What follows belongs to an exercise in optimizing a design on an open flow for small area; a production flow would make more cautious choices.
Only simulation tests tie the RTL to the original design; equivalence was not proved.
No activity file was given, so power comes from the tool's default toggle rates.

==> flow/design.v <==
module mach(
    input clk,rst,
    input [31:0] in,
    output [12:0] imem_addr,
    input  [31:0] imem_rdata,
    output [13:0] dmem_addr,
    output [31:0] dmem_wdata,
    output dmem_we,
    input  [31:0] dmem_rdata,
    output [31:0] out0,
    output [31:0] out1
);
localparam IF      = 4'd0;
localparam ID      = 4'd1;
localparam EXE_ls  = 4'd2;
localparam MEM_sa  = 4'd3;
localparam MEM_ld  = 4'd4;
localparam WB_dm   = 4'd5;
localparam EXE_com = 4'd6;
localparam EXE_cal = 4'd7;
localparam WB_cal  = 4'd8;
localparam WB_jal  = 4'd9;
localparam EXE_jr  = 4'd10;
localparam BRANCH  = 4'd11;
localparam INT     = 4'd12;
reg [3:0]  state;
reg [31:0] IR, PC, A;
reg [4:0]  Prt;           
reg [13:0] aq;            
reg        ltq, gtq, h0q, h1q, h2q;   
reg        f30;           
reg [15:10] IM;
reg EXL, IE, pend;
reg [31:0] PRID, EPC;
reg PRIDv, EPCv, PRESETv;
wire [31:0] PRIDe = PRIDv ? PRID : 32'b0;
wire [31:0] EPCe  = EPCv ? EPC : 32'b0;
reg [3:0]  CTRL;
reg [31:0] PRESET, COUNT;
reg IRQ;
reg [31:0] o0, o1;
assign out0 = o0;
assign out1 = o1;
wire [5:0]  op = IR[31:26];
wire [4:0]  rs = IR[25:21];
wire [4:0]  rt = IR[20:16];
wire [4:0]  rd = IR[15:11];
wire [5:0]  fn = IR[5:0];
wire [15:0] imm = IR[15:0];
wire d_rtype  = (op == 6'h00);
wire d_jr     = d_rtype & (fn == 6'h08);
wire d_subu   = d_rtype & (fn == 6'h23);
wire d_slt    = d_rtype & (fn == 6'h2a);
wire d_r3     = d_rtype & ((fn == 6'h21) | (fn == 6'h23) | (fn == 6'h2a));
wire d_bltzal = (op == 6'h01) & (rt == 5'd16);
wire d_op1    = (op == 6'h01);
wire d_j      = (op == 6'h02);
wire d_jal    = (op == 6'h03);
wire d_beq    = (op == 6'h04);
wire d_addi   = (op == 6'h08);
wire d_addiu  = (op == 6'h09);
wire d_ori    = (op == 6'h0d);
wire d_lui    = (op == 6'h0f);
wire d_cp0    = (op == 6'h10);
wire d_mtc0   = d_cp0 & (rs == 5'd4);
wire d_eret   = d_cp0 & (rs == 5'd16);
wire d_mfc0   = d_cp0 & (rs == 5'd0);
wire d_lw     = (op == 6'h23);
wire d_sw     = (op == 6'h2b);
wire d_lb     = (op == 6'h20);
wire d_sb     = (op == 6'h28);
wire d_mem    = d_lw | d_sw | d_lb | d_sb;
wire d_store  = op[3];           
reg [31:0] R [1:31];
reg [31:1] V;
wire ld_A = (state == IF) | ((state == ID) & ~d_mtc0);
wire [4:0] ridx = ld_A ? rs : (state == ID) ? Prt : rt;
reg [31:0] rport;
integer i;
always @(*) begin
    rport = 32'b0;
    for (i = 1; i < 32; i = i + 1)
        rport = rport | ({32{(ridx == i) & V[i]}} & R[i]);
end
wire c30 = V[30] & (R[30] == 32'd1);
wire [31:0] Bv = {rport[31:1], rport[0] | ((state == ID) & (Prt == 5'd30) & f30)};
wire pc_mode = (state == IF) | (state == BRANCH);
wire use_imm = d_addi | d_addiu | d_mem;
wire [31:0] sext = {{16{imm[15]}}, imm};
wire [31:0] opb  = pc_mode ? ((state == IF) ? 32'd4 : {sext[29:0], 2'b00}) :
                   use_imm ? sext : Bv;
wire [31:0] opa  = pc_mode ? PC : A;
wire        sub  = ~pc_mode & (d_subu | d_slt | d_beq);
wire [31:0] sum;
wire        cout;
assign {cout, sum} = {1'b0, opa} + {1'b0, sub ? ~opb : opb} + {32'b0, sub};
wire        slt_r = ~Bv[31] & (A[31] | sum[31]);
wire [31:0] alu  = d_lui ? {imm, 16'b0} :
                   d_ori ? (A | {16'b0, imm}) :
                   d_slt ? {31'b0, slt_r} : sum;
wire ovf  = d_addi & (A[31] ^ cout ^ sum[31]);
wire zero = (sum == 32'b0);
reg  zq, ovfq;
wire lt3000 = (alu[31:14] == 18'b0) & ~(alu[13] & alu[12]);
wire gt7eff = (alu[31:15] != 17'b0) | (alu[14:8] == 7'h7f);
wire hit0   = (alu[31:4] == 28'h00007f0);
wire hit1   = (alu[31:4] == 28'h00007f1);
wire hit2   = (alu[31:4] == 28'h00007f2);
wire IntReq = IRQ & IM[10] & IE & ~EXL;
wire sel12 = (rd == 5'd12);
wire sel15 = (rd == 5'd15);
wire [31:0] cp0_rd = sel12 ? {16'b0, IM, 8'b0, EXL, IE} :
                     (rd == 5'd13) ? {21'b0, pend, 10'b0} :
                     (rd == 5'd14) ? EPCe :
                     sel15 ? PRIDe : 32'b0;
wire wb_state = (state == WB_cal) | (state == WB_dm) | (state == BRANCH);
wire cp0w = (wb_state & IntReq) | ((state == MEM_sa) & d_cp0);
always @(posedge clk, posedge rst) begin
    if (rst) begin
        IM <= 0; EXL <= 0; IE <= 0; pend <= 0; PRIDv <= 0; EPCv <= 0;
    end else begin
        pend <= d_eret ? 1'b0 : IRQ;
        if (state == INT) begin
            if (!sel12) EXL <= ~d_eret;
            EPCv <= 1'b1;
        end else begin
            if (cp0w & sel12) EXL <= Bv[1];
            else if (d_eret) EXL <= 1'b0;
        end
        if (cp0w & sel12) begin IM <= Bv[15:10]; IE <= Bv[0]; end
        if (cp0w & sel15) PRIDv <= 1'b1;
    end
end
always @(posedge clk) begin
    if (state == INT) EPC <= PC;
    if (cp0w & sel15) PRID <= Bv;
end
wire [31:0] PrRD = h0q ? 32'b0 : h1q ? in : h2q ? (aq[2] ? o1 : 32'b0) : 32'hffffffff;
wire [1:0] dsel = aq[3:2];
wire we_t = (state == MEM_sa) & h0q;
wire we_o = (state == MEM_sa) & h2q;
always @(posedge clk, posedge rst) begin
    if (rst) begin
        CTRL <= 0; PRESETv <= 0; IRQ <= 0; COUNT <= 0;
    end else begin
        if (CTRL[2:1] == 2'b00) begin
            if (COUNT != 0 && CTRL[0]) COUNT <= COUNT - 1;
            if (COUNT == 0) begin
                CTRL[0] <= 1'b0;
                if (CTRL[3]) begin IRQ <= 1'b1; CTRL[3] <= 1'b0; end
            end
        end
        if (CTRL[2:1] == 2'b01) begin
            if (COUNT != 0 && CTRL[0]) COUNT <= COUNT - 1;
            if (COUNT == 0) begin
                COUNT <= PRESETv ? PRESET : 32'b0;
                if (CTRL[3]) IRQ <= 1'b1;
            end
        end
        if (IRQ) IRQ <= 1'b0;
        if (we_t) begin
            case (dsel)
                2'b00: CTRL <= Bv[3:0];
                2'b01: begin PRESETv <= 1'b1; COUNT <= Bv; end
                default: ;
            endcase
        end
    end
end
always @(posedge clk) begin
    if (we_t && dsel == 2'b01) PRESET <= Bv;
end
always @(posedge clk, posedge rst) begin
    if (rst) begin o0 <= 0; o1 <= 0; end
    else if (we_o) begin
        if (dsel[0]) o1 <= Bv; else o0 <= Bv;
    end
end
assign dmem_addr  = aq;
assign dmem_wdata = d_sb ? {dmem_rdata[31:8], Bv[7:0]} : Bv;
assign dmem_we    = (state == MEM_sa) & ~d_cp0 & ltq;
wire [31:0] data_dm = d_lb ? {{24{dmem_rdata[7]}}, dmem_rdata[7:0]} : dmem_rdata;
reg        wen;
reg [4:0]  wdst;
reg [31:0] wdat;
always @(*) begin
    wen = 1'b0; wdst = rt; wdat = alu;
    case (state)
        WB_jal: begin wen = 1'b1; wdst = 5'd31; wdat = PC; end
        WB_cal: begin
            wen = 1'b1;
            if (d_r3) wdst = rd;
            else if (ovfq) begin wdst = 5'd30; wdat = 32'd1; end
        end
        WB_dm: begin
            if (d_mfc0) begin wen = ~gtq; wdat = cp0_rd; end
            else begin
                wen = 1'b1;
                if (ltq) wdat = data_dm;
                else if (gtq) wdat = PrRD;
            end
        end
        default: ;
    endcase
end
always @(posedge clk) begin
    for (i = 1; i < 32; i = i + 1)
        if (wen && wdst == i) R[i] <= wdat;
end
always @(posedge clk, posedge rst) begin
    if (rst) V <= 0;
    else begin
        if (c30) V[30] <= 1'b0;
        if (wen && wdst != 5'd0) V[wdst] <= 1'b1;
    end
end
reg [3:0] ns;
always @(*) begin
    ns = IF;
    case (state)
        IF: ns = ID;
        ID: begin
            if (d_j | d_eret) ns = BRANCH;
            else if (d_jal) ns = WB_jal;
            else if (d_jr) ns = EXE_jr;
            else if (d_mem) ns = EXE_ls;
            else if (d_beq | d_bltzal) ns = EXE_com;
            else if (d_mtc0) ns = MEM_sa;
            else if (d_mfc0) ns = MEM_ld;
            else if (d_op1) ns = ID;
            else ns = EXE_cal;
        end
        EXE_ls:  ns = d_store ? MEM_sa : MEM_ld;
        MEM_ld:  ns = WB_dm;
        MEM_sa:  ns = IF;
        EXE_com: ns = d_bltzal ? WB_jal : BRANCH;
        EXE_cal: ns = WB_cal;
        WB_jal:  ns = BRANCH;
        EXE_jr:  ns = BRANCH;
        WB_dm, WB_cal, BRANCH: ns = IntReq ? INT : IF;
        default: ns = IF;
    endcase
end
always @(posedge clk, posedge rst) begin
    if (rst) state <= IF;
    else state <= ns;
end
always @(posedge clk, posedge rst) begin
    if (rst) IR <= 32'b0;
    else if (state == IF) IR <= imem_rdata;
end
always @(posedge clk) begin
    if (state == IF) begin
        Prt <= rt;
    end
    if (ld_A) A <= rport;
    aq  <= alu[13:0];
    zq  <= zero;
    ovfq <= ovf;
    ltq <= lt3000;
    gtq <= gt7eff;
    h0q <= hit0;
    h1q <= hit1;
    h2q <= hit2;
    f30 <= c30;
end
always @(posedge clk, posedge rst) begin
    if (rst) PC <= 32'h00003000;
    else begin
        case (state)
            IF:  PC <= d_eret ? EPCe : sum;
            INT: PC <= 32'h00004180;
            BRANCH: begin
                if (d_j | d_jal) PC <= {PC[31:28], IR[25:0], 2'b00};
                else if (d_jr) PC <= A;
                else if (d_eret) PC <= EPCe;
                else if (d_beq ? zq : A[31]) PC <= sum;
            end
            default: ;
        endcase
    end
end
assign imem_addr = PC[12:0];
endmodule
==> flow/config.mk <==
export PLATFORM = sky130hd
export DESIGN_NAME = mach
export DESIGN_NICKNAME = mach
export VERILOG_FILES = /design/flow/design.v
export SDC_FILE = /design/flow/constraint.sdc
export NUM_CORES = 4
export LEC_CHECK = 0
export ABC_AREA = 0
export CAP_MARGIN = 20
export CORE_MARGIN = 2
export CORE_UTILIZATION = 55
export CTS_BUF_LIST = sky130_fd_sc_hd__clkbuf_8 sky130_fd_sc_hd__clkbuf_16
export CTS_CLUSTER_DIAMETER = 60
export CTS_CLUSTER_SIZE = 30
export SLEW_MARGIN = 20
==> flow/constraint.sdc <==
create_clock -name core_clock -period 12.0 [get_ports {clk}]
set_input_delay 2.4000 -clock core_clock [delete_from_list [all_inputs] [get_ports {clk}]]
set_output_delay 2.4000 -clock core_clock [all_outputs]
set_load 0.01 [all_outputs]
run.sh (not shown) runs the stock make flow with config.mk's settings and CLKGATE_MAP_FILE= SYNTH_SCRIPT=/design/flow/synth_recipe.tcl, a recipe that flattens the netlist after the stock synthesis.
The starting point finished clean.
Edit:
--- a/flow/design.v
+++ b/flow/design.v
@@ -85,14 +85,11 @@
 wire c30 = V[30] & (R[30] == 32'd1);
 wire [31:0] Bv = {rport[31:1], rport[0] | ((state == ID) & (Prt == 5'd30) & f30)};
-wire pc_mode = (state == IF) | (state == BRANCH);
 wire use_imm = d_addi | d_addiu | d_mem;
 wire [31:0] sext = {{16{imm[15]}}, imm};
-wire [31:0] opb  = pc_mode ? ((state == IF) ? 32'd4 : {sext[29:0], 2'b00}) :
-                   use_imm ? sext : Bv;
-wire [31:0] opa  = pc_mode ? PC : A;
-wire        sub  = ~pc_mode & (d_subu | d_slt | d_beq);
+wire [31:0] opb  = use_imm ? sext : Bv;
+wire        sub  = d_subu | d_slt | d_beq;
 wire [31:0] sum;
 wire        cout;
-assign {cout, sum} = {1'b0, opa} + {1'b0, sub ? ~opb : opb} + {32'b0, sub};
+assign {cout, sum} = {1'b0, A} + {1'b0, sub ? ~opb : opb} + {32'b0, sub};
 wire        slt_r = ~Bv[31] & (A[31] | sum[31]);
 wire [31:0] alu  = d_lui ? {imm, 16'b0} :
@@ -101,5 +98,4 @@
 wire ovf  = d_addi & (A[31] ^ cout ^ sum[31]);
 wire zero = (sum == 32'b0);
-reg  zq, ovfq;
 wire lt3000 = (alu[31:14] == 18'b0) & ~(alu[13] & alu[12]);
 wire gt7eff = (alu[31:15] != 17'b0) | (alu[14:8] == 7'h7f);
@@ -191,5 +187,5 @@
             wen = 1'b1;
             if (d_r3) wdst = rd;
-            else if (ovfq) begin wdst = 5'd30; wdat = 32'd1; end
+            else if (ovf) begin wdst = 5'd30; wdat = 32'd1; end
         end
         WB_dm: begin
@@ -256,6 +252,4 @@
     if (ld_A) A <= rport;
     aq  <= alu[13:0];
-    zq  <= zero;
-    ovfq <= ovf;
     ltq <= lt3000;
     gtq <= gt7eff;
@@ -265,9 +259,11 @@
     f30 <= c30;
 end
+wire [31:0] pc4  = PC + 32'd4;
+wire [31:0] pcbr = PC + {{14{imm[15]}}, imm, 2'b00};
 always @(posedge clk, posedge rst) begin
     if (rst) PC <= 32'h00003000;
     else begin
         case (state)
-            IF:  PC <= d_eret ? EPCe : sum;
+            IF:  PC <= d_eret ? EPCe : pc4;
             INT: PC <= 32'h00004180;
             BRANCH: begin
@@ -275,5 +271,5 @@
                 else if (d_jr) PC <= A;
                 else if (d_eret) PC <= EPCe;
-                else if (d_beq ? zq : A[31]) PC <= sum;
+                else if (d_beq ? zero : A[31]) PC <= pcbr;
             end
             default: ;
What happened: The new run finished clean; global-route usage is lower by 0.59 points; routed wire length is higher by 1.6%; design area is higher by 2.9%; clock skew is higher by 0.023 ns; synthesized cell count is higher by 0.98%; sequential share of layout area is lower by 1.7 points; via count is higher by 2.1%; hold slack stays flat; power is lower by 6.2%; sequential cell count is lower by 2; critical path depth is higher by 13; fmax is lower by 5.8%.

-- static timing again, ports no longer ideal --
Ports are ideal in the flow. The routed layouts listed here were re-timed in OpenROAD. Step 1 (the two cells are an assumption about what drives the block):
set clk [get_ports {clk}]
set_driving_cell -lib_cell sky130_fd_sc_hd__clkbuf_16 $clk
set_driving_cell -lib_cell sky130_fd_sc_hd__buf_2 [delete_from_list [all_inputs] $clk]
Step 2, shift: input delay + t, output delay - t, t = (earliest + latest rising clock arrival at the registers) / 2. This alone moves slack from input paths to output paths. Three values: ideal ports, drivers, drivers and shift; two values: the first two.
run	t, ns	setup WS [ns]	latest minus earliest clock arrival (ns)	cell pins on the clock port's net
the first run	0.805	1.446 / 1.446 / 1.446	0.069 / 0.068	1
the second run	0.809	0.801 / 0.801 / 0.801	0.092 / 0.092	1
After both steps setup and hold are still met in every run listed.
